Source: an optimization exercise on an open RTL-to-GDS flow (aim: small area, a short achievable clock period and few clock cycles). Production flows keep margins and buffers that such runs may drop.
Only simulation tests tie the RTL to the original design; equivalence was not proved.
Power figures rest on the tool's default switching activity, not on a simulated workload.

[flow/run.sh]
#!/bin/bash
# Standard synthesis, then the standard layout with stronger port buffers
# and timing repair aimed below the design's clock period.
set -euo pipefail
bash standard.sh synth > synth.log 2>&1
bash standard.sh "BUFFER_PORTS_ARGS=-buffer_cell sky130_fd_sc_hd__buf_4" "SETUP_SLACK_MARGIN=8.0" finish > layout.log 2>&1
[standard.sh]
#!/bin/bash
# synth_recipe.tcl (not shown) runs the flow's synth.tcl, then flattens the netlist and writes it again
# the make line also repeats each setting of config.mk as NAME=value (left out here)
make -C /OpenROAD-flow-scripts/flow DESIGN_CONFIG=/design/flow/config.mk WORK_HOME=/design/flow/orfs CLKGATE_MAP_FILE= SYNTH_SCRIPT=/design/flow/synth_recipe.tcl "${@:-finish}"
[config.mk]
export PLATFORM = sky130hd
export DESIGN_NAME = m1
export DESIGN_NICKNAME = m1
export VERILOG_FILES = /design/flow/design.v
export SDC_FILE = /design/flow/constraint.sdc
export NUM_CORES = 4
export LEC_CHECK = 0
export CAP_MARGIN = 20
export CORE_MARGIN = 2
export CORE_UTILIZATION = 40
export SLEW_MARGIN = 20
[constraint.sdc]
create_clock -name core_clock -period 12.0 [get_ports {Clock}]
set_input_delay 2.4000 -clock core_clock [delete_from_list [all_inputs] [get_ports {Clock}]]
set_output_delay 2.4000 -clock core_clock [all_outputs]
set_load 0.01 [all_outputs]
[design.v]
`timescale 1ns/100ps
`default_nettype none
module m1(
input logic Clock,
input logic StartBit,
input logic Resetn,
input logic [15:0] ReadData,
output logic [15:0] WriteData,
output logic [17:0] SRAM_Address,
output logic Wen,
output logic StopBit
);
localparam logic [17:0] U_BASE   = 18'd38400;
localparam logic [17:0] V_BASE   = 18'd57600;
localparam logic [17:0] RGB_BASE = 18'd146944;
logic        run;
logic [4:0]  p;        
logic [15:0] S;        
logic [7:0]  col;      
logic [17:0] Wa;       
logic        w5, w6;   
logic        wr;       
logic        f0, f1, f157, f158, f159, quirk;    
logic        start;    
assign Wen = ~wr;
always_ff @(posedge Clock or negedge Resetn) begin
	if (~Resetn) begin
		run <= 1'b0;
		start <= 1'b0;
		p <= 5'b00001;
		S <= 16'd0;
		col <= 8'd156;
		Wa <= RGB_BASE;
		w5 <= 1'b0;
		w6 <= 1'b0;
		f0 <= 1'b0;
		f1 <= 1'b0;
		f157 <= 1'b0;
		f158 <= 1'b0;
		f159 <= 1'b0;
		quirk <= 1'b0;
		SRAM_Address <= 18'd0;
		wr <= 1'b0;
		StopBit <= 1'b0;
	end else if (~run) begin
		start <= StartBit;
		if (start && ~StopBit) begin
			run <= 1'b1;
			SRAM_Address <= U_BASE;
		end
	end else begin
		p <= {p[3:0], p[4]};
		wr <= 1'b0;
		if (p[0] | p[2] | p[3]) begin
			SRAM_Address <= Wa;
			if (p[0] ? w6 : w5) begin
				wr <= 1'b1;
				Wa <= Wa + 18'd1;
			end
		end
		if (p[1]) begin
			SRAM_Address <= {2'b00, S - 16'd4};
			if (wr && (&SRAM_Address)) begin
				StopBit <= 1'b1;
				run <= 1'b0;
			end
		end
		if (p[4]) begin
			S <= S + 16'd1;
			col <= f159 ? 8'd0 : col + 8'd1;
			f0 <= f159;
			f1 <= f0;
			f157 <= (col == 8'd156);
			f158 <= f157;
			f159 <= f158;
			quirk <= (S == 16'd5);
			if (S == 16'd4) w5 <= 1'b1;
			if (S == 16'd5) w6 <= 1'b1;
			SRAM_Address <= (S[0] ? U_BASE + 18'd1 : V_BASE) + {3'b000, S[15:1]};
		end
	end
end
logic [7:0] ur [0:5];
logic [7:0] vr [0:5];
logic [15:0] upend;
logic [7:0]  vpend;
wire ins = run & p[2];
always_ff @(posedge Clock) begin
	for (int k = 0; k < 5; k++) begin
		ur[k] <= ur[k+1];
		vr[k] <= vr[k+1];
	end
	ur[5] <= ur[0];
	vr[5] <= vr[0];
	if (ins) begin
		ur[0] <= S[0] ? upend[15:8] : upend[7:0];
		vr[0] <= S[0] ? ReadData[15:8] : vpend;
	end
	if (ins & ~S[0]) upend <= ReadData;
	if (ins & S[0]) vpend <= ReadData[7:0];
end
logic [7:0] w [0:5];
always_comb begin
	if (p[3]) for (int k = 0; k < 6; k++) w[k] = ur[5-k];
	else      for (int k = 0; k < 6; k++) w[k] = vr[(10-k) % 6];
end
logic [7:0] a1, b1, a2, b2, a3, b3;
always_comb begin
	a1 = w[2];
	b1 = f159 ? w[2] : w[3];
	a2 = f0 ? w[2] : w[1];
	b2 = f159 ? w[2] : f158 ? w[3] : w[4];
	a3 = f0 ? w[2] : f1 ? w[1] : w[0];
	b3 = f159 ? w[2] : f158 ? w[3] : (f157 || quirk) ? w[4] : w[5];
end
logic [8:0] s1, s2, s3;
always_ff @(posedge Clock) begin
	s1 <= a1 + b1;
	s2 <= a2 + b2;
	s3 <= a3 + b3;
end
wire [8:0] io;
wire [10:0] io3;
m1_interp u_interp(.Clock(Clock), .s1(s1), .s2(s2), .s3(s3), .o(io), .o3(io3));
logic [8:0] uo;     
always_ff @(posedge Clock) uo <= io;
logic [7:0] yb, yl;
always_ff @(posedge Clock) begin
	yb <= p[4] ? ReadData[15:8] : yl;
	if (p[4]) yl <= ReadData[7:0];
end
wire [7:0] ue = ur[1];
wire [7:0] ve = vr[1];
wire [8:0] eu = {ue[7], ~ue[7], ue[6:0]};
wire [8:0] ev = {ve[7], ~ve[7], ve[6:0]};
wire [8:0] xu = p[0] ? eu : uo;
wire [22:0] xt;
m1_yterm u_yterm(.Y(yb), .T(xt));
logic [22:0] pt;
logic [8:0] pu, pv;
logic [10:0] pu3, pv3;
always_ff @(posedge Clock) begin
	pt <= xt;
	pu <= xu;
	pu3 <= {xu, 1'b0} + {2'b00, xu};
	if (p[0]) begin
		pv <= ev;
		pv3 <= {ev, 1'b0} + {2'b00, ev};
	end else begin
		pv <= io;
		pv3 <= io3;
	end
end
wire [7:0] rr, gg, bb;
m1_pix u_pix(.Clock(Clock), .T(pt), .U(pu), .U3(pu3), .V(pv), .V3(pv3), .R(rr), .G(gg), .B(bb));
logic [7:0]  bh;
logic [15:0] gbh;
always_ff @(posedge Clock) begin
	bh <= bb;
	gbh <= {gg, bb};
	if (p[2])      WriteData <= {rr, gg};
	else if (p[3]) WriteData <= {bh, rr};
	else if (p[4]) WriteData <= gbh;
end
endmodule
module m1_yterm(
input logic [7:0] Y,
output logic [24:2] T
);
wire yt_1 = Y[0] ^ Y[3];
wire yt_2 = Y[0] & Y[3];
wire yt_3 = Y[1] ^ Y[4];
wire yt_4 = Y[1] & Y[4];
wire yt_5 = Y[2] ^ Y[5];
wire yt_6 = Y[2] & Y[5];
wire yt_7 = Y[0] ^ Y[2];
wire yt_8 = Y[0] & Y[2];
wire yt_9 = Y[1] ^ Y[3] ^ Y[5];
wire yt_10 = (Y[1] & Y[3]) | (Y[1] & Y[5]) | (Y[3] & Y[5]);
wire yt_11 = Y[2] ^ Y[4] ^ Y[6];
wire yt_12 = (Y[2] & Y[4]) | (Y[2] & Y[6]) | (Y[4] & Y[6]);
wire yt_13 = Y[5] ^ Y[7] ^ yt_1;
wire yt_14 = (Y[5] & Y[7]) | (Y[5] & yt_1) | (Y[7] & yt_1);
wire yt_15 = Y[6] ^ yt_2 ^ yt_3;
wire yt_16 = (Y[6] & yt_2) | (Y[6] & yt_3) | (yt_2 & yt_3);
wire yt_17 = Y[7] ^ yt_4 ^ yt_5;
wire yt_18 = (Y[7] & yt_4) | (Y[7] & yt_5) | (yt_4 & yt_5);
wire yt_19 = Y[3] ^ Y[6] ^ yt_6;
wire yt_20 = (Y[3] & Y[6]) | (Y[3] & yt_6) | (Y[6] & yt_6);
wire yt_21 = Y[4] ^ Y[7];
wire yt_22 = Y[4] & Y[7];
wire yt_23 = Y[0] ^ Y[2];
wire yt_24 = Y[0] & Y[2];
wire yt_25 = ~1'b0 ^ Y[1] ^ Y[3];
wire yt_26 = (~1'b0 & Y[1]) | (~1'b0 & Y[3]) | (Y[1] & Y[3]);
wire yt_27 = ~1'b0 ^ Y[4] ^ yt_7;
wire yt_28 = (~1'b0 & Y[4]) | (~1'b0 & yt_7) | (Y[4] & yt_7);
wire yt_29 = ~1'b0 ^ yt_8 ^ yt_9;
wire yt_30 = (~1'b0 & yt_8) | (~1'b0 & yt_9) | (yt_8 & yt_9);
wire yt_31 = ~1'b0 ^ yt_10 ^ yt_11;
wire yt_32 = (~1'b0 & yt_10) | (~1'b0 & yt_11) | (yt_10 & yt_11);
wire yt_33 = ~1'b0 ^ yt_12 ^ yt_13;
wire yt_34 = (~1'b0 & yt_12) | (~1'b0 & yt_13) | (yt_12 & yt_13);
wire yt_35 = ~1'b0 ^ yt_14 ^ yt_15;
wire yt_36 = (~1'b0 & yt_14) | (~1'b0 & yt_15) | (yt_14 & yt_15);
wire yt_37 = ~1'b0 ^ yt_16 ^ yt_17;
wire yt_38 = (~1'b0 & yt_16) | (~1'b0 & yt_17) | (yt_16 & yt_17);
wire yt_39 = ~1'b0 ^ yt_18 ^ yt_19;
wire yt_40 = (~1'b0 & yt_18) | (~1'b0 & yt_19) | (yt_18 & yt_19);
wire yt_41 = ~1'b0 ^ yt_21 ^ yt_20;
wire yt_42 = (~1'b0 & yt_21) | (~1'b0 & yt_20) | (yt_21 & yt_20);
wire yt_43 = ~1'b0 ^ Y[5] ^ yt_22;
wire yt_44 = (~1'b0 & Y[5]) | (~1'b0 & yt_22) | (Y[5] & yt_22);
wire yt_45 = ~1'b0 ^ Y[6];
wire yt_46 = ~1'b0 & Y[6];
wire yt_47 = ~1'b0 ^ Y[7];
wire yt_48 = ~1'b0 & Y[7];
wire [24:0] yt_a = {yt_48, yt_46, yt_44, yt_42, yt_40, yt_38, yt_36, yt_34, yt_32, yt_30, yt_28, yt_26, yt_24, yt_23, ~1'b0, Y[0], ~Y[6], ~Y[5], ~Y[4], ~Y[3], ~Y[2], ~Y[1], ~1'b0, 1'b0, 1'b0};
wire [24:0] yt_b = {~1'b0, yt_47, yt_45, yt_43, yt_41, yt_39, yt_37, yt_35, yt_33, yt_31, yt_29, yt_27, yt_25, ~1'b0, Y[1], ~Y[7], 1'b0, 1'b0, 1'b0, 1'b0, 1'b0, 1'b0, ~Y[0], 1'b0, 1'b0};
wire [24:0] yts = yt_a + yt_b;
assign T = yts[24:2];
endmodule
module m1_pix(
input logic Clock,
input logic [24:2] T,
input logic [8:0] U,
input logic [10:0] U3,
input logic [8:0] V,
input logic [10:0] V3,
output logic [7:0] R,
output logic [7:0] G,
output logic [7:0] B
);
wire r_1 = T[8] ^ V[1];
wire r_2 = T[8] & V[1];
wire r_3 = T[9] ^ V[2];
wire r_4 = T[9] & V[2];
wire r_5 = T[10] ^ V[3] ^ V[6];
wire r_6 = (T[10] & V[3]) | (T[10] & V[6]) | (V[3] & V[6]);
wire r_7 = T[11] ^ V3[0] ^ V[4];
wire r_8 = (T[11] & V3[0]) | (T[11] & V[4]) | (V3[0] & V[4]);
wire r_9 = T[12] ^ V3[1];
wire r_10 = T[12] & V3[1];
wire r_11 = T[15] ^ V3[0];
wire r_12 = T[15] & V3[0];
wire r_13 = T[6] ^ V[2];
wire r_14 = T[6] & V[2];
wire r_15 = T[7] ^ V[0] ^ V[3];
wire r_16 = (T[7] & V[0]) | (T[7] & V[3]) | (V[0] & V[3]);
wire r_17 = V[4] ^ V3[8] ^ r_1;
wire r_18 = (V[4] & V3[8]) | (V[4] & r_1) | (V3[8] & r_1);
wire r_19 = V[5] ^ V3[9] ^ r_2;
wire r_20 = (V[5] & V3[9]) | (V[5] & r_2) | (V3[9] & r_2);
wire r_21 = V3[10] ^ r_4 ^ r_5;
wire r_22 = (V3[10] & r_4) | (V3[10] & r_5) | (r_4 & r_5);
wire r_23 = V[7] ^ r_6 ^ r_7;
wire r_24 = (V[7] & r_6) | (V[7] & r_7) | (r_6 & r_7);
wire r_25 = V[5] ^ V[8] ^ r_9;
wire r_26 = (V[5] & V[8]) | (V[5] & r_9) | (V[8] & r_9);
wire r_27 = T[13] ^ V3[2] ^ V[6];
wire r_28 = (T[13] & V3[2]) | (T[13] & V[6]) | (V3[2] & V[6]);
wire r_29 = T[14] ^ V3[3] ^ V[7];
wire r_30 = (T[14] & V3[3]) | (T[14] & V[7]) | (V3[3] & V[7]);
wire r_31 = V3[4] ^ V[8] ^ r_11;
wire r_32 = (V3[4] & V[8]) | (V3[4] & r_11) | (V[8] & r_11);
wire r_33 = T[16] ^ V3[1] ^ V3[5];
wire r_34 = (T[16] & V3[1]) | (T[16] & V3[5]) | (V3[1] & V3[5]);
wire r_35 = T[17] ^ V3[2];
wire r_36 = T[17] & V3[2];
wire r_37 = T[18] ^ V3[3] ^ V3[7];
wire r_38 = (T[18] & V3[3]) | (T[18] & V3[7]) | (V3[3] & V3[7]);
wire r_39 = T[19] ^ V3[4];
wire r_40 = T[19] & V3[4];
wire r_41 = T[20] ^ V3[5] ^ V3[9];
wire r_42 = (T[20] & V3[5]) | (T[20] & V3[9]) | (V3[5] & V3[9]);
wire r_43 = T[21] ^ V3[6];
wire r_44 = T[21] & V3[6];
wire r_45 = T[22] ^ V3[7];
wire r_46 = T[22] & V3[7];
wire r_47 = T[4] ^ V[0];
wire r_48 = T[4] & V[0];
wire r_49 = T[5] ^ V[1] ^ V3[5];
wire r_50 = (T[5] & V[1]) | (T[5] & V3[5]) | (V[1] & V3[5]);
wire r_51 = ~1'b0 ^ V3[6] ^ r_13;
wire r_52 = (~1'b0 & V3[6]) | (~1'b0 & r_13) | (V3[6] & r_13);
wire r_53 = V3[7] ^ r_14 ^ r_15;
wire r_54 = (V3[7] & r_14) | (V3[7] & r_15) | (r_14 & r_15);
wire r_55 = ~1'b0 ^ r_16 ^ r_17;
wire r_56 = (~1'b0 & r_16) | (~1'b0 & r_17) | (r_16 & r_17);
wire r_57 = r_3 ^ r_18 ^ r_19;
wire r_58 = (r_3 & r_18) | (r_3 & r_19) | (r_18 & r_19);
wire r_59 = ~1'b0 ^ r_20 ^ r_21;
wire r_60 = (~1'b0 & r_20) | (~1'b0 & r_21) | (r_20 & r_21);
wire r_61 = ~1'b0 ^ r_22 ^ r_23;
wire r_62 = (~1'b0 & r_22) | (~1'b0 & r_23) | (r_22 & r_23);
wire r_63 = r_8 ^ r_25 ^ r_24;
wire r_64 = (r_8 & r_25) | (r_8 & r_24) | (r_25 & r_24);
wire r_65 = r_10 ^ r_27 ^ r_26;
wire r_66 = (r_10 & r_27) | (r_10 & r_26) | (r_27 & r_26);
wire r_67 = ~1'b0 ^ r_28 ^ r_29;
wire r_68 = (~1'b0 & r_28) | (~1'b0 & r_29) | (r_28 & r_29);
wire r_69 = ~1'b0 ^ r_30 ^ r_31;
wire r_70 = (~1'b0 & r_30) | (~1'b0 & r_31) | (r_30 & r_31);
wire r_71 = r_12 ^ r_33 ^ r_32;
wire r_72 = (r_12 & r_33) | (r_12 & r_32) | (r_33 & r_32);
wire r_73 = V3[6] ^ r_35 ^ r_34;
wire r_74 = (V3[6] & r_35) | (V3[6] & r_34) | (r_35 & r_34);
wire r_75 = ~1'b0 ^ r_36 ^ r_37;
wire r_76 = (~1'b0 & r_36) | (~1'b0 & r_37) | (r_36 & r_37);
wire r_77 = V3[8] ^ r_39 ^ r_38;
wire r_78 = (V3[8] & r_39) | (V3[8] & r_38) | (r_39 & r_38);
wire r_79 = ~1'b0 ^ r_40 ^ r_41;
wire r_80 = (~1'b0 & r_40) | (~1'b0 & r_41) | (r_40 & r_41);
wire r_81 = V3[10] ^ r_43 ^ r_42;
wire r_82 = (V3[10] & r_43) | (V3[10] & r_42) | (r_43 & r_42);
wire r_83 = ~1'b0 ^ r_44 ^ r_45;
wire r_84 = (~1'b0 & r_44) | (~1'b0 & r_45) | (r_44 & r_45);
wire r_85 = T[23] ^ V3[8] ^ r_46;
wire r_86 = (T[23] & V3[8]) | (T[23] & r_46) | (V3[8] & r_46);
wire r_87 = T[24] ^ V3[9];
wire r_88 = T[24] & V3[9];
wire r_89 = ~1'b0 ^ V3[10];
wire r_90 = ~1'b0 & V3[10];
wire [26:0] r_a = {r_90, r_88, r_86, r_84, r_82, r_80, r_78, r_76, r_74, r_72, r_70, r_68, r_66, r_64, r_62, r_60, r_58, r_56, r_54, r_52, r_50, r_48, r_47, T[3], T[2], V3[1], V3[0]};
wire [26:0] r_b = {~1'b0, r_89, r_87, r_85, r_83, r_81, r_79, r_77, r_75, r_73, r_71, r_69, r_67, r_65, r_63, r_61, r_59, r_57, r_55, r_53, r_51, r_49, V3[4], V3[3], V3[2], 1'b0, 1'b0};
wire [18:0] r_lo = {1'b0, r_a[17:0]} + {1'b0, r_b[17:0]};
logic [26:18] r_ha, r_hb;
logic r_c;
logic [17:16] r_l;
always_ff @(posedge Clock) begin
	r_ha <= r_a[26:18];
	r_hb <= r_b[26:18];
	r_c <= r_lo[18];
	r_l <= r_lo[17:16];
end
wire [26:18] r_s = r_ha + r_hb + {{(8){1'b0}}, r_c};
wire [26:16] r_f = {r_s, r_l};
assign R = r_f[26] ? 8'd0 : (|r_f[25:24]) ? 8'd255 : r_f[23:16];
wire g_1 = ~1'b0 ^ ~U3[2];
wire g_2 = ~1'b0 & ~U3[2];
wire g_3 = 1'b0 ^ U3[3] ^ V[1];
wire g_4 = (1'b0 & U3[3]) | (1'b0 & V[1]) | (U3[3] & V[1]);
wire g_5 = ~U3[4] ^ ~V[2];
wire g_6 = ~U3[4] & ~V[2];
wire g_7 = 1'b0 ^ U3[5] ^ V[3];
wire g_8 = (1'b0 & U3[5]) | (1'b0 & V[3]) | (U3[5] & V[3]);
wire g_9 = ~1'b0 ^ ~U3[6];
wire g_10 = ~1'b0 & ~U3[6];
wire g_11 = ~U[0] ^ ~U3[7];
wire g_12 = ~U[0] & ~U3[7];
wire g_13 = 1'b0 ^ U[1] ^ U3[8];
wire g_14 = (1'b0 & U[1]) | (1'b0 & U3[8]) | (U[1] & U3[8]);
wire g_15 = U[2] ^ U3[9] ^ V[0];
wire g_16 = (U[2] & U3[9]) | (U[2] & V[0]) | (U3[9] & V[0]);
wire g_17 = U3[0] ^ U[3] ^ U3[10];
wire g_18 = (U3[0] & U[3]) | (U3[0] & U3[10]) | (U[3] & U3[10]);
wire g_19 = ~V[1] ^ ~V[8];
wire g_20 = ~V[1] & ~V[8];
wire g_21 = U3[1] ^ U[4] ^ V3[0];
wire g_22 = (U3[1] & U[4]) | (U3[1] & V3[0]) | (U[4] & V3[0]);
wire g_23 = T[14] ^ ~V[2];
wire g_24 = T[14] & ~V[2];
wire g_25 = 1'b0 ^ U3[2] ^ U[5];
wire g_26 = (1'b0 & U3[2]) | (1'b0 & U[5]) | (U3[2] & U[5]);
wire g_27 = ~T[15] ^ V3[1] ^ V[3];
wire g_28 = (~T[15] & V3[1]) | (~T[15] & V[3]) | (V3[1] & V[3]);
wire g_29 = 1'b0 ^ U3[3] ^ U[6];
wire g_30 = (1'b0 & U3[3]) | (1'b0 & U[6]) | (U3[3] & U[6]);
wire g_31 = ~T[16] ^ V3[2] ^ V[4];
wire g_32 = (~T[16] & V3[2]) | (~T[16] & V[4]) | (V3[2] & V[4]);
wire g_33 = U3[4] ^ U[7] ^ V3[3];
wire g_34 = (U3[4] & U[7]) | (U3[4] & V3[3]) | (U[7] & V3[3]);
wire g_35 = T[17] ^ ~V[5];
wire g_36 = T[17] & ~V[5];
wire g_37 = U3[5] ^ U[8] ^ V3[4];
wire g_38 = (U3[5] & U[8]) | (U3[5] & V3[4]) | (U[8] & V3[4]);
wire g_39 = T[18] ^ ~V[6];
wire g_40 = T[18] & ~V[6];
wire g_41 = 1'b0 ^ U3[6] ^ V3[5];
wire g_42 = (1'b0 & U3[6]) | (1'b0 & V3[5]) | (U3[6] & V3[5]);
wire g_43 = T[19] ^ ~V[7];
wire g_44 = T[19] & ~V[7];
wire g_45 = 1'b0 ^ U3[7] ^ V3[6];
wire g_46 = (1'b0 & U3[7]) | (1'b0 & V3[6]) | (U3[7] & V3[6]);
wire g_47 = T[20] ^ ~V[8];
wire g_48 = T[20] & ~V[8];
wire g_49 = 1'b0 ^ U3[8] ^ V3[7];
wire g_50 = (1'b0 & U3[8]) | (1'b0 & V3[7]) | (U3[8] & V3[7]);
wire g_51 = ~1'b0 ^ ~U3[9];
wire g_52 = ~1'b0 & ~U3[9];
wire g_53 = ~1'b0 ^ ~U3[10];
wire g_54 = ~1'b0 & ~U3[10];
wire g_55 = ~1'b0 ^ ~U3[0];
wire g_56 = ~1'b0 & ~U3[0];
wire g_57 = ~U3[1] ^ ~V[4];
wire g_58 = ~U3[1] & ~V[4];
wire g_59 = ~T[5] ^ V[0] ^ V[5];
wire g_60 = (~T[5] & V[0]) | (~T[5] & V[5]) | (V[0] & V[5]);
wire g_61 = T[6] ^ ~V[6] ^ g_2;
wire g_62 = (T[6] & ~V[6]) | (T[6] & g_2) | (~V[6] & g_2);
wire g_63 = T[7] ^ ~V[7] ^ g_5;
wire g_64 = (T[7] & ~V[7]) | (T[7] & g_5) | (~V[7] & g_5);
wire g_65 = T[8] ^ ~V[8] ^ g_6;
wire g_66 = (T[8] & ~V[8]) | (T[8] & g_6) | (~V[8] & g_6);
wire g_67 = T[9] ^ ~V[4] ^ g_9;
wire g_68 = (T[9] & ~V[4]) | (T[9] & g_9) | (~V[4] & g_9);
wire g_69 = T[10] ^ g_10 ^ g_11;
wire g_70 = (T[10] & g_10) | (T[10] & g_11) | (g_10 & g_11);
wire g_71 = T[11] ^ ~V[6] ^ g_12;
wire g_72 = (T[11] & ~V[6]) | (T[11] & g_12) | (~V[6] & g_12);
wire g_73 = V[7] ^ g_14 ^ g_15;
wire g_74 = (V[7] & g_14) | (V[7] & g_15) | (g_14 & g_15);
wire g_75 = T[13] ^ g_19 ^ ~g_16;
wire g_76 = (T[13] & g_19) | (T[13] & ~g_16) | (g_19 & ~g_16);
wire g_77 = g_20 ^ g_23 ^ ~g_18;
wire g_78 = (g_20 & g_23) | (g_20 & ~g_18) | (g_23 & ~g_18);
wire g_79 = g_22 ^ g_25 ^ g_27;
wire g_80 = (g_22 & g_25) | (g_22 & g_27) | (g_25 & g_27);
wire g_81 = g_26 ^ g_28 ^ g_29;
wire g_82 = (g_26 & g_28) | (g_26 & g_29) | (g_28 & g_29);
wire g_83 = g_30 ^ g_32 ^ g_33;
wire g_84 = (g_30 & g_32) | (g_30 & g_33) | (g_32 & g_33);
wire g_85 = g_36 ^ g_39 ^ ~g_34;
wire g_86 = (g_36 & g_39) | (g_36 & ~g_34) | (g_39 & ~g_34);
wire g_87 = g_40 ^ g_43 ^ ~g_38;
wire g_88 = (g_40 & g_43) | (g_40 & ~g_38) | (g_43 & ~g_38);
wire g_89 = g_44 ^ g_47 ^ ~g_42;
wire g_90 = (g_44 & g_47) | (g_44 & ~g_42) | (g_47 & ~g_42);
wire g_91 = T[21] ^ g_48 ^ ~g_46;
wire g_92 = (T[21] & g_48) | (T[21] & ~g_46) | (g_48 & ~g_46);
wire g_93 = T[22] ^ ~V3[8] ^ g_51;
wire g_94 = (T[22] & ~V3[8]) | (T[22] & g_51) | (~V3[8] & g_51);
wire g_95 = T[23] ^ g_52 ^ g_53;
wire g_96 = (T[23] & g_52) | (T[23] & g_53) | (g_52 & g_53);
wire g_97 = 1'b0 ^ ~T[24] ^ V3[10];
wire g_98 = (1'b0 & ~T[24]) | (1'b0 & V3[10]) | (~T[24] & V3[10]);
wire g_99 = T[3] ^ g_55;
wire g_100 = T[3] & g_55;
wire g_101 = T[4] ^ g_56 ^ g_57;
wire g_102 = (T[4] & g_56) | (T[4] & g_57) | (g_56 & g_57);
wire g_103 = g_58 ^ g_1 ^ ~g_59;
wire g_104 = (g_58 & g_1) | (g_58 & ~g_59) | (g_1 & ~g_59);
wire g_105 = g_60 ^ g_3 ^ ~g_61;
wire g_106 = (g_60 & g_3) | (g_60 & ~g_61) | (g_3 & ~g_61);
wire g_107 = ~g_4 ^ g_62 ^ g_63;
wire g_108 = (~g_4 & g_62) | (~g_4 & g_63) | (g_62 & g_63);
wire g_109 = ~g_7 ^ g_64 ^ g_65;
wire g_110 = (~g_7 & g_64) | (~g_7 & g_65) | (g_64 & g_65);
wire g_111 = ~g_8 ^ g_66 ^ g_67;
wire g_112 = (~g_8 & g_66) | (~g_8 & g_67) | (g_66 & g_67);
wire g_113 = ~V[5] ^ g_68 ^ g_69;
wire g_114 = (~V[5] & g_68) | (~V[5] & g_69) | (g_68 & g_69);
wire g_115 = ~g_13 ^ g_70 ^ g_71;
wire g_116 = (~g_13 & g_70) | (~g_13 & g_71) | (g_70 & g_71);
wire g_117 = T[12] ^ g_72 ^ ~g_73;
wire g_118 = (T[12] & g_72) | (T[12] & ~g_73) | (g_72 & ~g_73);
wire g_119 = g_17 ^ g_74 ^ ~g_75;
wire g_120 = (g_17 & g_74) | (g_17 & ~g_75) | (g_74 & ~g_75);
wire g_121 = ~g_21 ^ g_76 ^ g_77;
wire g_122 = (~g_21 & g_76) | (~g_21 & g_77) | (g_76 & g_77);
wire g_123 = g_24 ^ g_78 ^ ~g_79;
wire g_124 = (g_24 & g_78) | (g_24 & ~g_79) | (g_78 & ~g_79);
wire g_125 = g_31 ^ g_80 ^ g_81;
wire g_126 = (g_31 & g_80) | (g_31 & g_81) | (g_80 & g_81);
wire g_127 = ~g_35 ^ g_82 ^ g_83;
wire g_128 = (~g_35 & g_82) | (~g_35 & g_83) | (g_82 & g_83);
wire g_129 = g_37 ^ g_84 ^ ~g_85;
wire g_130 = (g_37 & g_84) | (g_37 & ~g_85) | (g_84 & ~g_85);
wire g_131 = ~g_41 ^ g_86 ^ g_87;
wire g_132 = (~g_41 & g_86) | (~g_41 & g_87) | (g_86 & g_87);
wire g_133 = ~g_45 ^ g_88 ^ g_89;
wire g_134 = (~g_45 & g_88) | (~g_45 & g_89) | (g_88 & g_89);
wire g_135 = ~g_49 ^ g_90 ^ g_91;
wire g_136 = (~g_49 & g_90) | (~g_49 & g_91) | (g_90 & g_91);
wire g_137 = ~g_50 ^ g_92 ^ g_93;
wire g_138 = (~g_50 & g_92) | (~g_50 & g_93) | (g_92 & g_93);
wire g_139 = ~V3[9] ^ g_94 ^ g_95;
wire g_140 = (~V3[9] & g_94) | (~V3[9] & g_95) | (g_94 & g_95);
wire g_141 = g_54 ^ ~g_97 ^ g_96;
wire g_142 = (g_54 & ~g_97) | (g_54 & g_96) | (~g_97 & g_96);
wire [26:0] g_a = {~1'b0, g_142, g_140, g_138, g_136, g_134, g_132, ~g_130, ~g_128, ~g_126, g_124, g_122, ~g_120, g_118, g_116, g_114, g_112, g_110, g_108, ~g_106, g_104, g_102, g_100, g_99, T[2], ~V[1], ~1'b0};
wire [26:0] g_b = {1'b0, ~g_98, g_141, g_139, g_137, g_135, g_133, g_131, ~g_129, ~g_127, ~g_125, g_123, g_121, ~g_119, g_117, g_115, g_113, g_111, g_109, g_107, ~g_105, g_103, g_101, ~V[3], ~V[2], 1'b0, ~V[0]};
wire [18:0] g_lo = {1'b0, g_a[17:0]} + {1'b0, g_b[17:0]};
logic [26:18] g_ha, g_hb;
logic g_c;
logic [17:16] g_l;
always_ff @(posedge Clock) begin
	g_ha <= g_a[26:18];
	g_hb <= g_b[26:18];
	g_c <= g_lo[18];
	g_l <= g_lo[17:16];
end
wire [26:18] g_s = g_ha + g_hb + {{(8){1'b0}}, g_c};
wire [26:16] g_f = {g_s, g_l};
assign G = g_f[26] ? 8'd0 : (|g_f[25:24]) ? 8'd255 : g_f[23:16];
wire b_1 = T[8] ^ U[1];
wire b_2 = T[8] & U[1];
wire b_3 = T[9] ^ U[2];
wire b_4 = T[9] & U[2];
wire b_5 = T[10] ^ U[0] ^ U[3];
wire b_6 = (T[10] & U[0]) | (T[10] & U[3]) | (U[0] & U[3]);
wire b_7 = U3[7] ^ U3[10];
wire b_8 = U3[7] & U3[10];
wire b_9 = T[11] ^ U[1] ^ U[4];
wire b_10 = (T[11] & U[1]) | (T[11] & U[4]) | (U[1] & U[4]);
wire b_11 = T[12] ^ U[2];
wire b_12 = T[12] & U[2];
wire b_13 = T[13] ^ U[3];
wire b_14 = T[13] & U[3];
wire b_15 = T[14] ^ U[4];
wire b_16 = T[14] & U[4];
wire b_17 = T[15] ^ U[5];
wire b_18 = T[15] & U[5];
wire b_19 = T[6] ^ U3[3];
wire b_20 = T[6] & U3[3];
wire b_21 = T[7] ^ U[0] ^ U3[4];
wire b_22 = (T[7] & U[0]) | (T[7] & U3[4]) | (U[0] & U3[4]);
wire b_23 = U3[5] ^ U3[8] ^ b_1;
wire b_24 = (U3[5] & U3[8]) | (U3[5] & b_1) | (U3[8] & b_1);
wire b_25 = U3[6] ^ U3[9] ^ b_2;
wire b_26 = (U3[6] & U3[9]) | (U3[6] & b_2) | (U3[9] & b_2);
wire b_27 = b_4 ^ b_7 ^ b_5;
wire b_28 = (b_4 & b_7) | (b_4 & b_5) | (b_7 & b_5);
wire b_29 = U3[8] ^ b_8 ^ b_6;
wire b_30 = (U3[8] & b_8) | (U3[8] & b_6) | (b_8 & b_6);
wire b_31 = U[5] ^ U3[9] ^ b_11;
wire b_32 = (U[5] & U3[9]) | (U[5] & b_11) | (U3[9] & b_11);
wire b_33 = U[6] ^ U3[10] ^ b_12;
wire b_34 = (U[6] & U3[10]) | (U[6] & b_12) | (U3[10] & b_12);
wire b_35 = U[7] ^ b_14 ^ b_15;
wire b_36 = (U[7] & b_14) | (U[7] & b_15) | (b_14 & b_15);
wire b_37 = U[8] ^ b_16 ^ b_17;
wire b_38 = (U[8] & b_16) | (U[8] & b_17) | (b_16 & b_17);
wire b_39 = T[16] ^ U[6];
wire b_40 = T[16] & U[6];
wire b_41 = T[17] ^ U[0];
wire b_42 = T[17] & U[0];
wire b_43 = T[18] ^ U[1];
wire b_44 = T[18] & U[1];
wire b_45 = T[19] ^ U[2];
wire b_46 = T[19] & U[2];
wire b_47 = T[3] ^ U3[0];
wire b_48 = T[3] & U3[0];
wire b_49 = T[4] ^ U3[1] ^ U3[4];
wire b_50 = (T[4] & U3[1]) | (T[4] & U3[4]) | (U3[1] & U3[4]);
wire b_51 = T[5] ^ U3[2] ^ U3[5];
wire b_52 = (T[5] & U3[2]) | (T[5] & U3[5]) | (U3[2] & U3[5]);
wire b_53 = ~1'b0 ^ U3[6] ^ b_19;
wire b_54 = (~1'b0 & U3[6]) | (~1'b0 & b_19) | (U3[6] & b_19);
wire b_55 = U3[7] ^ b_20 ^ b_21;
wire b_56 = (U3[7] & b_20) | (U3[7] & b_21) | (b_20 & b_21);
wire b_57 = ~1'b0 ^ b_22 ^ b_23;
wire b_58 = (~1'b0 & b_22) | (~1'b0 & b_23) | (b_22 & b_23);
wire b_59 = b_3 ^ b_24 ^ b_25;
wire b_60 = (b_3 & b_24) | (b_3 & b_25) | (b_24 & b_25);
wire b_61 = ~1'b0 ^ b_26 ^ b_27;
wire b_62 = (~1'b0 & b_26) | (~1'b0 & b_27) | (b_26 & b_27);
wire b_63 = b_9 ^ b_28 ^ b_29;
wire b_64 = (b_9 & b_28) | (b_9 & b_29) | (b_28 & b_29);
wire b_65 = b_10 ^ b_30 ^ b_31;
wire b_66 = (b_10 & b_30) | (b_10 & b_31) | (b_30 & b_31);
wire b_67 = b_13 ^ b_32 ^ b_33;
wire b_68 = (b_13 & b_32) | (b_13 & b_33) | (b_32 & b_33);
wire b_69 = ~1'b0 ^ b_34 ^ b_35;
wire b_70 = (~1'b0 & b_34) | (~1'b0 & b_35) | (b_34 & b_35);
wire b_71 = ~1'b0 ^ b_36 ^ b_37;
wire b_72 = (~1'b0 & b_36) | (~1'b0 & b_37) | (b_36 & b_37);
wire b_73 = b_18 ^ b_39 ^ b_38;
wire b_74 = (b_18 & b_39) | (b_18 & b_38) | (b_39 & b_38);
wire b_75 = U[7] ^ b_40 ^ b_41;
wire b_76 = (U[7] & b_40) | (U[7] & b_41) | (b_40 & b_41);
wire b_77 = U[8] ^ b_42 ^ b_43;
wire b_78 = (U[8] & b_42) | (U[8] & b_43) | (b_42 & b_43);
wire b_79 = ~1'b0 ^ b_44 ^ b_45;
wire b_80 = (~1'b0 & b_44) | (~1'b0 & b_45) | (b_44 & b_45);
wire b_81 = T[20] ^ U[3] ^ b_46;
wire b_82 = (T[20] & U[3]) | (T[20] & b_46) | (U[3] & b_46);
wire b_83 = ~1'b0 ^ T[21] ^ U[4];
wire b_84 = (~1'b0 & T[21]) | (~1'b0 & U[4]) | (T[21] & U[4]);
wire b_85 = ~1'b0 ^ T[22] ^ U[5];
wire b_86 = (~1'b0 & T[22]) | (~1'b0 & U[5]) | (T[22] & U[5]);
wire b_87 = ~1'b0 ^ T[23] ^ U[6];
wire b_88 = (~1'b0 & T[23]) | (~1'b0 & U[6]) | (T[23] & U[6]);
wire b_89 = ~1'b0 ^ T[24] ^ U[7];
wire b_90 = (~1'b0 & T[24]) | (~1'b0 & U[7]) | (T[24] & U[7]);
wire [26:0] b_a = {~1'b0, b_90, b_88, b_86, b_84, b_82, b_80, b_78, b_76, b_74, b_72, b_70, b_68, b_66, b_64, b_62, b_60, b_58, b_56, b_54, b_52, b_50, b_48, b_47, T[2], U3[1], U3[0]};
wire [26:0] b_b = {1'b0, U[8], b_89, b_87, b_85, b_83, b_81, b_79, b_77, b_75, b_73, b_71, b_69, b_67, b_65, b_63, b_61, b_59, b_57, b_55, b_53, b_51, b_49, U3[3], U3[2], 1'b0, 1'b0};
wire [18:0] b_lo = {1'b0, b_a[17:0]} + {1'b0, b_b[17:0]};
logic [26:18] b_ha, b_hb;
logic b_c;
logic [17:16] b_l;
always_ff @(posedge Clock) begin
	b_ha <= b_a[26:18];
	b_hb <= b_b[26:18];
	b_c <= b_lo[18];
	b_l <= b_lo[17:16];
end
wire [26:18] b_s = b_ha + b_hb + {{(8){1'b0}}, b_c};
wire [26:16] b_f = {b_s, b_l};
assign B = b_f[26] ? 8'd0 : (|b_f[25:24]) ? 8'd255 : b_f[23:16];
endmodule
module m1_interp(
input logic Clock,
input logic [8:0] s1,
input logic [8:0] s2,
input logic [8:0] s3,
output logic [8:0] o,
output logic [10:0] o3
);
wire ip_1 = s1[0] ^ s1[2];
wire ip_2 = s1[0] & s1[2];
wire ip_3 = s1[1] ^ s1[3];
wire ip_4 = s1[1] & s1[3];
wire ip_5 = s1[0] ^ s2[1];
wire ip_6 = s1[0] & s2[1];
wire ip_7 = 1'b0 ^ s1[6] ^ s2[0];
wire ip_8 = (1'b0 & s1[6]) | (1'b0 & s2[0]) | (s1[6] & s2[0]);
wire ip_9 = s1[1] ^ s2[2] ^ s3[2];
wire ip_10 = (s1[1] & s2[2]) | (s1[1] & s3[2]) | (s2[2] & s3[2]);
wire ip_11 = 1'b0 ^ s1[7] ^ s2[1];
wire ip_12 = (1'b0 & s1[7]) | (1'b0 & s2[1]) | (s1[7] & s2[1]);
wire ip_13 = s2[3] ^ s3[3] ^ s3[5];
wire ip_14 = (s2[3] & s3[3]) | (s2[3] & s3[5]) | (s3[3] & s3[5]);
wire ip_15 = s3[7] ^ ip_1;
wire ip_16 = s3[7] & ip_1;
wire ip_17 = s1[8] ^ s2[2] ^ s2[6];
wire ip_18 = (s1[8] & s2[2]) | (s1[8] & s2[6]) | (s2[2] & s2[6]);
wire ip_19 = s2[4] ^ s3[4] ^ s3[6];
wire ip_20 = (s2[4] & s3[4]) | (s2[4] & s3[6]) | (s3[4] & s3[6]);
wire ip_21 = s3[8] ^ ip_2 ^ ip_3;
wire ip_22 = (s3[8] & ip_2) | (s3[8] & ip_3) | (ip_2 & ip_3);
wire ip_23 = ~1'b0 ^ s1[2] ^ s1[4];
wire ip_24 = (~1'b0 & s1[2]) | (~1'b0 & s1[4]) | (s1[2] & s1[4]);
wire ip_25 = s2[3] ^ ~s2[5] ^ s2[7];
wire ip_26 = (s2[3] & ~s2[5]) | (s2[3] & s2[7]) | (~s2[5] & s2[7]);
wire ip_27 = s3[5] ^ s3[7] ^ ip_4;
wire ip_28 = (s3[5] & s3[7]) | (s3[5] & ip_4) | (s3[7] & ip_4);
wire ip_29 = ~1'b0 ^ s1[3] ^ s1[5];
wire ip_30 = (~1'b0 & s1[3]) | (~1'b0 & s1[5]) | (s1[3] & s1[5]);
wire ip_31 = s2[4] ^ ~s2[6] ^ s2[8];
wire ip_32 = (s2[4] & ~s2[6]) | (s2[4] & s2[8]) | (~s2[6] & s2[8]);
wire ip_33 = s3[6] ^ s3[8];
wire ip_34 = s3[6] & s3[8];
wire ip_35 = s1[4] ^ s1[6] ^ s2[7];
wire ip_36 = (s1[4] & s1[6]) | (s1[4] & s2[7]) | (s1[6] & s2[7]);
wire ip_37 = s1[5] ^ s1[7];
wire ip_38 = s1[5] & s1[7];
wire ip_39 = ~1'b0 ^ ~s1[2];
wire ip_40 = ~1'b0 & ~s1[2];
wire ip_41 = ~s1[3] ^ ~s2[1];
wire ip_42 = ~s1[3] & ~s2[1];
wire ip_43 = s1[4] ^ ~s2[0] ^ s2[2];
wire ip_44 = (s1[4] & ~s2[0]) | (s1[4] & s2[2]) | (~s2[0] & s2[2]);
wire ip_45 = s3[0] ^ s3[2];
wire ip_46 = s3[0] & s3[2];
wire ip_47 = s1[5] ^ s2[3] ^ ~s3[1];
wire ip_48 = (s1[5] & s2[3]) | (s1[5] & ~s3[1]) | (s2[3] & ~s3[1]);
wire ip_49 = s3[3] ^ s3[5] ^ ip_5;
wire ip_50 = (s3[3] & s3[5]) | (s3[3] & ip_5) | (s3[5] & ip_5);
wire ip_51 = s3[4] ^ s3[6] ^ ip_6;
wire ip_52 = (s3[4] & s3[6]) | (s3[4] & ip_6) | (s3[6] & ip_6);
wire ip_53 = s2[4] ^ ip_7 ^ ~ip_9;
wire ip_54 = (s2[4] & ip_7) | (s2[4] & ~ip_9) | (ip_7 & ~ip_9);
wire ip_55 = s2[5] ^ ip_8 ^ ip_11;
wire ip_56 = (s2[5] & ip_8) | (s2[5] & ip_11) | (ip_8 & ip_11);
wire ip_57 = ip_10 ^ ip_13 ^ ip_15;
wire ip_58 = (ip_10 & ip_13) | (ip_10 & ip_15) | (ip_13 & ip_15);
wire ip_59 = ip_12 ^ ~ip_14 ^ ip_17;
wire ip_60 = (ip_12 & ~ip_14) | (ip_12 & ip_17) | (~ip_14 & ip_17);
wire ip_61 = ip_19 ^ ip_16 ^ ip_21;
wire ip_62 = (ip_19 & ip_16) | (ip_19 & ip_21) | (ip_16 & ip_21);
wire ip_63 = ~ip_18 ^ ip_20 ^ ip_23;
wire ip_64 = (~ip_18 & ip_20) | (~ip_18 & ip_23) | (ip_20 & ip_23);
wire ip_65 = ~ip_25 ^ ip_22 ^ ip_27;
wire ip_66 = (~ip_25 & ip_22) | (~ip_25 & ip_27) | (ip_22 & ip_27);
wire ip_67 = ip_33 ^ ip_24 ^ ip_29;
wire ip_68 = (ip_33 & ip_24) | (ip_33 & ip_29) | (ip_24 & ip_29);
wire ip_69 = ip_26 ^ ip_31 ^ ~ip_28;
wire ip_70 = (ip_26 & ip_31) | (ip_26 & ~ip_28) | (ip_31 & ~ip_28);
wire ip_71 = s3[7] ^ ip_34 ^ ip_30;
wire ip_72 = (s3[7] & ip_34) | (s3[7] & ip_30) | (ip_34 & ip_30);
wire ip_73 = s2[5] ^ ip_32 ^ ~ip_35;
wire ip_74 = (s2[5] & ip_32) | (s2[5] & ~ip_35) | (ip_32 & ~ip_35);
wire ip_75 = 1'b0 ^ s2[6] ^ ~s2[8];
wire ip_76 = (1'b0 & s2[6]) | (1'b0 & ~s2[8]) | (s2[6] & ~s2[8]);
wire ip_77 = s3[8] ^ ip_37 ^ ip_36;
wire ip_78 = (s3[8] & ip_37) | (s3[8] & ip_36) | (ip_37 & ip_36);
wire ip_79 = ~1'b0 ^ s1[6] ^ s1[8];
wire ip_80 = (~1'b0 & s1[6]) | (~1'b0 & s1[8]) | (s1[6] & s1[8]);
wire ip_81 = ~s2[7] ^ ip_38;
wire ip_82 = ~s2[7] & ip_38;
wire ip_83 = ~1'b0 ^ ~s2[8];
wire ip_84 = ~1'b0 & ~s2[8];
wire ip_85 = s3[0] ^ s3[2];
wire ip_86 = s3[0] & s3[2];
wire ip_87 = s3[1] ^ s3[3] ^ ip_40;
wire ip_88 = (s3[1] & s3[3]) | (s3[1] & ip_40) | (s3[3] & ip_40);
wire ip_89 = s3[4] ^ ip_45 ^ ip_42;
wire ip_90 = (s3[4] & ip_45) | (s3[4] & ip_42) | (ip_45 & ip_42);
wire ip_91 = ~ip_46 ^ ip_44 ^ ip_47;
wire ip_92 = (~ip_46 & ip_44) | (~ip_46 & ip_47) | (ip_44 & ip_47);
wire ip_93 = ~ip_48 ^ ip_50 ^ ip_51;
wire ip_94 = (~ip_48 & ip_50) | (~ip_48 & ip_51) | (ip_50 & ip_51);
wire ip_95 = ~ip_52 ^ ip_54 ^ ip_55;
wire ip_96 = (~ip_52 & ip_54) | (~ip_52 & ip_55) | (ip_54 & ip_55);
wire ip_97 = ip_56 ^ ip_59 ^ ~ip_58;
wire ip_98 = (ip_56 & ip_59) | (ip_56 & ~ip_58) | (ip_59 & ~ip_58);
wire ip_99 = ip_63 ^ ip_62 ^ ip_65;
wire ip_100 = (ip_63 & ip_62) | (ip_63 & ip_65) | (ip_62 & ip_65);
wire ip_101 = ip_64 ^ ip_67 ^ ip_66;
wire ip_102 = (ip_64 & ip_67) | (ip_64 & ip_66) | (ip_67 & ip_66);
wire ip_103 = ip_68 ^ ip_71 ^ ~ip_73;
wire ip_104 = (ip_68 & ip_71) | (ip_68 & ~ip_73) | (ip_71 & ~ip_73);
wire ip_105 = ~ip_75 ^ ip_72 ^ ip_77;
wire ip_106 = (~ip_75 & ip_72) | (~ip_75 & ip_77) | (ip_72 & ip_77);
wire ip_107 = ip_79 ^ ip_81 ^ ip_78;
wire ip_108 = (ip_79 & ip_81) | (ip_79 & ip_78) | (ip_81 & ip_78);
wire ip_109 = s1[7] ^ ip_83 ^ ip_80;
wire ip_110 = (s1[7] & ip_83) | (s1[7] & ip_80) | (ip_83 & ip_80);
wire ip_111 = s1[8] ^ ip_84;
wire ip_112 = s1[8] & ip_84;
wire ip_113 = ~1'b0 ^ ~s1[0];
wire ip_114 = ~1'b0 & ~s1[0];
wire ip_115 = ~s1[1] ^ s3[1];
wire ip_116 = ~s1[1] & s3[1];
wire ip_117 = ~s2[0] ^ ip_85 ^ ip_39;
wire ip_118 = (~s2[0] & ip_85) | (~s2[0] & ip_39) | (ip_85 & ip_39);
wire ip_119 = ip_86 ^ ip_41 ^ ip_87;
wire ip_120 = (ip_86 & ip_41) | (ip_86 & ip_87) | (ip_41 & ip_87);
wire ip_121 = ~ip_43 ^ ip_88 ^ ip_89;
wire ip_122 = (~ip_43 & ip_88) | (~ip_43 & ip_89) | (ip_88 & ip_89);
wire ip_123 = ip_90 ^ ip_49 ^ ~ip_91;
wire ip_124 = (ip_90 & ip_49) | (ip_90 & ~ip_91) | (ip_49 & ~ip_91);
wire ip_125 = ip_92 ^ ip_53 ^ ~ip_93;
wire ip_126 = (ip_92 & ip_53) | (ip_92 & ~ip_93) | (ip_53 & ~ip_93);
wire ip_127 = ip_57 ^ ip_94 ^ ~ip_95;
wire ip_128 = (ip_57 & ip_94) | (ip_57 & ~ip_95) | (ip_94 & ~ip_95);
wire ip_129 = ~ip_61 ^ ip_96 ^ ip_97;
wire ip_130 = (~ip_61 & ip_96) | (~ip_61 & ip_97) | (ip_96 & ip_97);
wire ip_131 = ip_60 ^ ip_98 ^ ~ip_99;
wire ip_132 = (ip_60 & ip_98) | (ip_60 & ~ip_99) | (ip_98 & ~ip_99);
wire ip_133 = ~ip_69 ^ ip_100 ^ ip_101;
wire ip_134 = (~ip_69 & ip_100) | (~ip_69 & ip_101) | (ip_100 & ip_101);
wire ip_135 = ~ip_70 ^ ip_103 ^ ip_102;
wire ip_136 = (~ip_70 & ip_103) | (~ip_70 & ip_102) | (ip_103 & ip_102);
wire ip_137 = ~ip_74 ^ ip_105 ^ ip_104;
wire ip_138 = (~ip_74 & ip_105) | (~ip_74 & ip_104) | (ip_105 & ip_104);
wire ip_139 = ~ip_76 ^ ip_106 ^ ip_107;
wire ip_140 = (~ip_76 & ip_106) | (~ip_76 & ip_107) | (ip_106 & ip_107);
wire ip_141 = ip_82 ^ ip_109 ^ ip_108;
wire ip_142 = (ip_82 & ip_109) | (ip_82 & ip_108) | (ip_109 & ip_108);
wire ip_143 = ~1'b0 ^ ip_111 ^ ip_110;
wire ip_144 = (~1'b0 & ip_111) | (~1'b0 & ip_110) | (ip_111 & ip_110);
wire ip_145 = ~1'b0 ^ ip_112;
wire ip_146 = ~1'b0 & ip_112;
wire [16:0] ip_a = {ip_144, ip_142, ip_140, ip_138, ip_136, ip_134, ~ip_132, ~ip_130, ip_128, ~ip_126, ip_124, ip_122, ip_120, ip_118, ip_116, ip_114, ip_113};
wire [16:0] ip_b = {ip_145, ip_143, ip_141, ip_139, ip_137, ip_135, ip_133, ~ip_131, ~ip_129, ip_127, ~ip_125, ip_123, ip_121, ip_119, ip_117, ip_115, s3[0]};
wire [8:0] ip_lo = {1'b0, ip_a[7:0]} + {1'b0, ip_b[7:0]};
logic [16:8] ip_ha, ip_hb;
logic ip_c;
always_ff @(posedge Clock) begin
	ip_ha <= ip_a[16:8];
	ip_hb <= ip_b[16:8];
	ip_c <= ip_lo[8];
end
wire [16:8] ip_s = ip_ha + ip_hb + {{(8){1'b0}}, ip_c};
assign o = ip_s[16:8];
assign o3 = {o, 1'b0} + {2'b00, o};
endmodule
==> flow_metrics.tcl <==
set metrics [dict create \
    fillers 5627 \
    drc 0 \
    finalMaxSlewViolations 0 \
    place_congestion 0.907 \
    synth-edff-count 48 \
    syn2layout_area_growth_pct 12.1 \
    final_antenna_net_count 0 \
    seq_area_mm2 0.00927 \
    crit_top_cell "fa_1" \
    peakVddDrop_uv 105 \
    routed-via-count 16100 \
    cts_buffers 48 \
    powerDensity_mw_per_mm2 109 \
    leakage_nw 12.6 \
    synth_area_leaders "dfxtp_1 (24%), fa_1 (13%), ha_1 (13%)" \
    dieArea_mm2 0.0630 \
    drt_iter0_drc 896 \
    hold_path.class "reg -> reg" \
    cp-end-kind "flop" \
    combPwrFrac 0.007 \
    worstPathMaxFanout 3 \
    cp-start-kind "flop" \
    cp_data_arrival_time_ns 4.33 \
    synth_nets 2786 \
    worstHoldPathCells 0 \
    grt_pass1_vias 16300 \
    cp_num_buf_inv 2 \
    synthCells 2348 \
    firstDrtPassIters 5 \
    p_seq_frac 0.476 \
    crit_path_top_delay_cell "a2111oi_1" \
    via_per_inst 4.99 \
    timing.fmax_mhz 264 \
    ys_ff_latch 419 \
    ff2ff_path_depth 12 \
    fin_crit_sh 0.316 \
    top_level_ports 55 \
    route.met3.wl_um 2750 \
    grtUsageTotal 0.189 \
    period_minus_slack_ns 3.79 \
    die_h_um 251 \
    worstSkewPairLatency_ns 0.61 \
    worstSetupPathDepth 12 \
    report.final.hold_viol_count 0 \
    syn_area_per_cell_um2 10.4 \
    synth-async-reset-ratio 0.184 \
    synth.cell_area_mm2 0.0244 \
    wl_met1_um 27500 \
    avgRoutedWirePerCell_um 18.3 \
    cpLargestDelayFamily "adder cells" \
    nNetsFinal 2844 \
    die_x_um 251 \
    core_area_mm2 0.0604 \
    overflow 0 \
    num_rows 90 \
    layout-drive-gt1-share 0.0922 \
    status "no timing/DRC/antenna violations" \
    ys.flop_type "dfxtp_1" \
    multi_input_area_mm2 0.0133 \
    highest_layer "met4" \
    slew_headroom 0.306 \
    antenna_found_initial 1 \
    cts.clk_slew.worst_paths_ns 0.07 \
    worstPathRequired_ns 12.55 \
    path_class "reg -> reg" \
    setup_viol 0 \
    wirelength_um 58900 \
    fin_worst_hold_slack_ns 0.346 \
    cp_cell_sequence "fa_1, fa_1, inv_1, fa_1, inv_1, ha_1, a21o_1, a211o_1, a2111oi_1, nor3b_1, o21ai_0, o31a_1" \
    wl_met2_um 27100 \
    yosys_warnings 6 \
    netlist-cell-type-count 85 \
    synth_top_area_frac 0.241 \
    tns_ns 0 \
    grt_pass1_wl_um 92500 \
    synth_top_area_cell "dfxtp_1" \
    yosysSeqAreaShare 0.380 \
    skew_ns 0.0493 \
    root_buffer "clkbuf_16" \
    slowest_delay_ns 0.55 \
    clock_path_buffers 3 \
    swShare 0.211 \
    start_util 0.404 \
    htree_levels 2 \
    p_switching_mw 0.632 \
    cts.sinks 419 \
    grt_max_degree 78 \
    port_buffers 54 \
    worstMarginPinSlew_ns 1.04 \
    max-cap-violations 0 \
    clockPowerShare 0.517 \
    rsz0062_at_grt "false" \
    place_hpwl_um 46500 \
    p_int_mw 2.36 \
    cts_tree "done" \
]
cells in the final DEF (no fill, tap or decap), types with 7 or more instances in the layout:
master,netlist,final
inv_1,424,424
dfxtp_1,294,294
ha_1,256,256
fa_1,163,163
nand2_1,120,120
nor2_1,117,117
a21oi_1,109,108
o21ai_0,96,96
xnor2_1,84,84
dfrtp_1,66,64
buf_4,1,62
mux2i_1,61,61
clkbuf_16,0,49
edfxtp_1,48,48
xor2_1,43,43
mux2_2,37,37
a21o_1,33,33
o21a_1,29,29
nand2b_1,28,28
nand3_1,24,24
nor2b_1,23,23
o21bai_1,21,21
nand4_1,16,16
nor3_1,14,14
and3_1,12,12
dfstp_2,11,11
a211oi_1,10,10
mux4_2,10,10
clkbuf_1,35,10
a31oi_1,9,9
a22oi_1,9,9
o22ai_1,9,9
o31ai_1,8,8
or3_1,8,8
and2_1,8,7
o211ai_1,7,7
nor4_1,7,7
clkbuf_8,0,7
path summary, 6_finish.rpt:
kind	from	to	slack, ns
worst max-delay path	pt[8]$_DFF_P_	u_pix.b_l[17]$_DFF_P_	8.21
worst min-delay path	ur[2][1]$_DFF_P_	ur[1][1]$_DFF_P_	0.35
worst max register to register	pt[8]$_DFF_P_	u_pix.b_l[17]$_DFF_P_	8.21
worst min register to register	ur[2][1]$_DFF_P_	ur[1][1]$_DFF_P_	0.35
max in group asynchronous	Resetn	col[3]$_DFFE_PN1P_	9.60
min in group asynchronous	Resetn	S[8]$_DFFE_PN0P_	1.73
per-layer routing:
metal	track usage	up-vias
met5	0	-
met4	0.0570	0
met3	0.0300	87
met2	0.307	306
met1	0.260	7841
li1	-	7854
stage by stage:
step,utilization,instances,setup slack (ns),total power [mW],area [um2]
floorplan,-,2348,8.51,1.46,24400
global placement,0.424,3137,8.30,1.48,25600
detailed placement,0.424,3137,8.18,1.48,25600
CTS,0.453,3222,8.17,3.03,27300
global route,0.453,3223,8.00,3.08,27300
finish,0.453,3224,8.21,2.99,27400
flip-flops by register name (all words and copies together), names as in the netlist, 9 cells and up:
register / cells
pv3: 11
gbh: 16
pu3: 11
SRAM_Address: 18
Wa: 18
upend: 16
u_pix.r_ha: 9
S: 16
uo: 9
s3: 9
WriteData: 16
s1: 9
vr: 48
u_interp.ip_hb: 9
s2: 9
ur: 48
u_interp.ip_ha: 9
pt: 23
synthesized netlist by cell type (all sizes together), types with 6 or more instances:
| cell type | instances |
|---|---|
| and2 | 9 |
| a211oi | 10 |
| a21oi | 111 |
| o31ai | 8 |
| nand2b | 28 |
| o21a | 30 |
| and3 | 12 |
| fa | 163 |
| nor4 | 8 |
| dfstp | 11 |
| nor2 | 118 |
| a21o | 33 |
| mux2i | 61 |
| o22ai | 9 |
| inv | 424 |
| ha | 256 |
| nor3 | 16 |
| o31a | 6 |
| dfxtp | 294 |
| edfxtp | 48 |
| xor2 | 43 |
| o21bai | 21 |
| mux4 | 10 |
| a31oi | 10 |
| or3 | 10 |
| xnor2 | 84 |
| nor2b | 23 |
| dfrtp | 66 |
| clkbuf | 36 |
| o211ai | 7 |
| nand4 | 16 |
| nand2 | 121 |
| mux2 | 37 |
| nand3 | 24 |
| a22oi | 9 |
| a311oi | 6 |
| o21ai | 99 |
| buf | 19 |
power by group through the flow:
stage,Sequential [mW],Clock (mW),Combinational (mW)
after floorplan,1.46,0,0.00298
after global placement,1.46,0,0.0206
after detailed placement,1.46,0,0.0211
after CTS,1.43,1.58,0.0214
after global routing,1.43,1.64,0.0239
final,1.43,1.55,0.0216
worst reg2reg max path, cell delays in order (launching register included):
cell	delay, ns
dfxtp_1	0.38
fa_1	0.48
fa_1	0.50
inv_1	0.05
fa_1	0.47
inv_1	0.04
ha_1	0.29
a21o_1	0.16
a211o_1	0.28
a2111oi_1	0.55
nor3b_1	0.13
o21ai_0	0.24
o31a_1	0.17
repair_timing:
action                                  4_1_cts  5_1_grt
endpoints found under the setup margin        0        3
hold buffers                                  0        0
buffers inserted                              0        0
gates resized for setup                       0        2
cell families (layout without fill, tap and decap cells):
| family | Yosys count | count (layout) | synth area share |
|---|---|---|---|
| DFF | 419 | 419 | 0.380 |
| xor gates and xnor gates | 127 | 127 | 0.0456 |
| and+or+nand+nor | 401 | 401 | 0.0794 |
| other | 0 | 1 | 0 |
| adders and majority gates | 420 | 420 | 0.265 |
| buffers and inverters | 480 | 573 | 0.0747 |
| muxes | 108 | 108 | 0.0513 |
| AOI/OAI and AO/OA | 393 | 393 | 0.104 |
cell type report:
class / instances / share of cell area
multi-input cells: 1449 / 0.487
flip-flops and latches: 419 / 0.339
inverters: 425 / 0.0583
clock buffers: 66 / 0.0497
well taps: 782 / 0.0358
repair buffers: 63 / 0.0177
clock inverters: 19 / 0.0123
diodes: 1 / 0.0000915
Testbench counts, summed over its fixed seeds: cycles 1,152,174.

[re-timing with driven ports]
In the flow no input, the clock included, has a driving cell. The finished layout below was timed again as built, in two steps.
Step 1: set_driving_cell puts a clkbuf_16 on Clock and a buf_2 on each other input, an assumption about the parent block.
Step 2 times the ports against the registers' clock, not the clock port: input delays grow and output delays shrink by t, the midpoint of the rising clock arrivals with the driver on.
Three values: ideal, step 1, step 2; two values: the first two.
shift t [ns]: 0.646
slack for setup (ns): 8.213 / 8.213 / 8.213
worst setup path after step 2: register to register
After both steps this run still meets setup and hold. The setup slack of this run moves by 0.000 ns with the drivers and by 0.000 ns with both steps.
